Context: an optimization exercise on an open-source flow, tuned for small area. The choices shown serve that exercise and are no tape-out recipe. Function was checked by simulation only, so behaviour that the tests miss may differ from the original.

==> run H <==
Design cpe_cpu, start of the top module:
module cpe_cpu (
   input  wire        clk_w_i,
   input  wire        res_w_i_h,
   input  wire [31:0] instr_w_i,
   input  wire [31:0] mem_data_w_i,
   output wire [31:0] mem_data_in_w_o,
   output wire [31:0] mem_addr_in_w_o,
   output wire [31:0] instr_w_o,
   output wire        mem_wr_w_o_h,
   output wire        mem_rd_w_o_h,
   output wire [1:0]  mem_wr_byte_sel_w_o,
   output wire [2:0]  mem_rd_byte_sel_w_o
   );
==> flow/config.mk <==
export PLATFORM = sky130hd
export DESIGN_NAME = cpe_cpu
export DESIGN_NICKNAME = cpe_cpu
export VERILOG_FILES = /design/flow/design.v
export SDC_FILE = /design/flow/constraint.sdc
export NUM_CORES = 4
export LEC_CHECK = 0
export CAP_MARGIN = 20
export CORE_MARGIN = 2
export CORE_UTILIZATION = 30
export PLACE_DENSITY = 0.45
export SLEW_MARGIN = 20
export SYNTH_HIERARCHICAL = 1
export SYNTH_MINIMUM_KEEP_SIZE = 0
==> flow/constraint.sdc <==
create_clock -name core_clock -period 20.0 [get_ports {clk_w_i}]
set_input_delay 4.0000 -clock core_clock [delete_from_list [all_inputs] [get_ports {clk_w_i}]]
set_output_delay 4.0000 -clock core_clock [all_outputs]
set_load 0.01 [all_outputs]
standard.sh (not shown) runs the stock make flow with config.mk's settings and CLKGATE_MAP_FILE= SYNTH_SCRIPT=/design/flow/synth_recipe.tcl, a recipe that flattens the netlist after the stock synthesis.
==> flow/flow/run.sh <==
#!/bin/bash
# Layout flow: the standard flow (standard.sh: standard synthesis, then
# ORFS floorplan to finish) with these options changed:
#  - port buffers use the smallest buffer cell (every port still gets one);
#  - clock tree synthesis inserts no dummy balancing loads and clusters up
#    to 24 flip-flops per leaf buffer;
#  - after global routing, gates off the critical paths are downsized.
# ORFS writes each step's full tool output under orfs/logs/; the make output
# goes to flow_make.log.
set -euo pipefail
export BUFFER_PORTS_ARGS="-buffer_cell sky130_fd_sc_hd__buf_1"
export CTS_ARGS="-sink_clustering_enable -repair_clock_nets -dont_use_dummy_load -sink_clustering_size 24 -sink_clustering_max_diameter 60"
export RECOVER_POWER=100
bash standard.sh finish > flow_make.log 2>&1
==> inputs of run P, as changes to run H <==
==> flow/run.sh (new file) <==
#!/bin/bash
# synth_recipe.tcl (not shown) runs the flow's synth.tcl, then flattens the netlist and writes it again
# the make line also repeats each setting of config.mk as NAME=value (left out here)
make -C /OpenROAD-flow-scripts/flow DESIGN_CONFIG=/design/flow/config.mk WORK_HOME=/design/flow/orfs CLKGATE_MAP_FILE= SYNTH_SCRIPT=/design/flow/synth_recipe.tcl finish
removed: flow/flow/run.sh
removed: flow/standard.sh
==> inputs of run E, as changes to run H <==
==> flow/flow/run.sh (replaced) <==
#!/bin/bash
# Layout flow: the standard flow (standard.sh: standard synthesis, then
# ORFS floorplan to finish) with these options changed:
#  - port buffers use the smallest buffer cell (every port still gets one);
#  - clock tree synthesis inserts no dummy balancing loads and clusters up
#    to 30 flip-flops per leaf buffer.
# ORFS writes each step's full tool output under orfs/logs/; the make output
# goes to flow_make.log.
set -euo pipefail
export BUFFER_PORTS_ARGS="-buffer_cell sky130_fd_sc_hd__buf_1"
export CTS_ARGS="-sink_clustering_enable -repair_clock_nets -dont_use_dummy_load -sink_clustering_size 30 -sink_clustering_max_diameter 80"
bash standard.sh finish > flow_make.log 2>&1
Settings changed: CAP_MARGIN 20 to 5, CORE_UTILIZATION 30 to 50, PLACE_DENSITY 0.45 to 0.6, SLEW_MARGIN 20 to 5.
==> inputs of run B, as changes to run H <==
==> flow/flow/run.sh (replaced) <==
#!/bin/bash
# Layout flow: the standard flow (standard.sh: standard synthesis, then
# ORFS floorplan to finish) with these options changed:
#  - port buffers use the smallest buffer cell (every port still gets one);
#  - clock tree synthesis inserts no dummy balancing loads and clusters up
#    to 30 flip-flops per leaf buffer.
# ORFS writes each step's full tool output under orfs/logs/; the make output
# goes to flow_make.log.
set -euo pipefail
export BUFFER_PORTS_ARGS="-buffer_cell sky130_fd_sc_hd__buf_1"
export CTS_ARGS="-sink_clustering_enable -repair_clock_nets -dont_use_dummy_load -sink_clustering_size 30 -sink_clustering_max_diameter 80"
bash standard.sh finish > flow_make.log 2>&1
Settings changed: CAP_MARGIN 20 to 5, CORE_UTILIZATION 30 to 60, PLACE_DENSITY 0.45 to 0.7, SLEW_MARGIN 20 to 5.
==> impl_metrics.env <==
export IMPL_pg_seq_uw=2180
export IMPL_clkTransAtPathRegs_ps=80
export IMPL_grt_util_met1_pct=66.32
export IMPL_clkPwrFrac_pct=30.3
export IMPL_outcome="no timing/DRC/antenna violations"
export IMPL_grt_total_usage_pct=54.55
export IMPL_combPwrFrac_pct=8.9
export IMPL_taps=1040
export IMPL_row_count=102
export IMPL_grt_util_met2_pct=72.00
export IMPL_wl_met2_um=87420
export IMPL_numCtsBuffers=46
export IMPL_sh_seq_area_pct=41.90
export IMPL_crit_cells=39
the above is filed under run B

==> impl_metrics.env <==
export IMPL_outcome="no timing/DRC/antenna violations"
export IMPL_combPwrFrac_pct=9.0
export IMPL_wl_met2_um=92870
export IMPL_grt_util_met2_pct=63.74
export IMPL_numCtsBuffers=50
export IMPL_min_period_over_period_pct=88.55
export IMPL_taps=1254
export IMPL_hold_viol=0
export IMPL_grt_overflow=0
export IMPL_grt_util_met1_pct=59.18
export IMPL_pg_seq_uw=2180
export IMPL_crit_cells=40
export IMPL_clkPwrFrac_pct=31.4
export IMPL_grt_total_usage_pct=46.31
export IMPL_sh_seq_area_pct=41.57
export IMPL_antenna_cells=8
export IMPL_clkTransAtPathRegs_ps=60
the above is filed under run E

==> impl_metrics.env <==
export IMPL_outcome="no timing/DRC/antenna violations"
export IMPL_grt_util_met2_pct=47.74
export IMPL_crit_cells=38
export IMPL_ff2ff_setup_slack_ps=5990
export IMPL_layout_nets=4534
export IMPL_wl_met2_um=114300
export IMPL_synth_cells_most_frequent="a22o_1 (997), dfxtp_1 (992), a222oi_1 (755), mux2i_1 (226), nand4_1 (137)"
export IMPL_grt_util_met1_pct=40.71
export IMPL_clkPwrFrac_pct=46.3
export IMPL_initial_utilization_pct=30.24
export IMPL_clkTransAtPathRegs_ps=60
export IMPL_wl_per_cell_um=41.25
export IMPL_pg_seq_uw=2200
export IMPL_numCtsBuffers=115
export IMPL_syn_area_per_cell_um2=11.79
export IMPL_row_count=144
the above is filed under run P

==> impl_metrics.env <==
export IMPL_outcome="failed layout checks"
export IMPL_so_violations="capacitance limit, slew limit"
export IMPL_grt_total_usage_pct=32.10
export IMPL_wl_met2_um=111300
export IMPL_combPwrFrac_pct=7.7
export IMPL_clkTransAtPathRegs_ps=60
export IMPL_row_count=144
export IMPL_numCtsBuffers=102
export IMPL_sh_seq_area_pct=39.94
export IMPL_maxCapViolCount=63
export IMPL_clkPwrFrac_pct=40.6
export IMPL_taps=2044
export IMPL_drv_slew=1980
export IMPL_final_util_pct=34.76
export IMPL_crit_cells=38
export IMPL_grt_util_met1_pct=40.47
export IMPL_crit_family="adder cells"
export IMPL_grt_util_met2_pct=46.85
the above is filed under run H

-- afterwards: timing with drivers on the ports --
How much do the figures lean on ideal ports? The routed layouts below were timed once more, with nothing changed but the port constraints. Step 1, drivers: a clkbuf_16 drives clk_w_i and a buf_2 each remaining input, both assumed. Step 2 also shifts input and output timing later by t, the mid clock arrival at the registers, as if the neighbouring blocks saw the same clock. Slacks: ideal ports / drivers / drivers and shift; pairs: ideal ports / drivers.
run | shift t [ns] | setup WS [ns] | hold WS [ns] | worst slew at a driven data input, ns
run H | 0.786 | 1.538 / 1.592 / 0.806 | 0.476 / 0.476 / 0.476 | 0.12
run P | 0.827 | 1.858 / 1.906 / 1.080 | 0.480 / 0.480 / 0.480 | 0.11
run E | 0.738 | 2.290 / 2.333 / 1.595 | 0.486 / 0.486 / 0.486 | 0.32
run B | 0.690 | 2.243 / 2.292 / 1.602 | 0.493 / 0.493 / 0.493 | 0.09
For run P, which loses most, drivers alone change the setup slack by +0.048 ns; drivers and shift together by -0.778 ns.
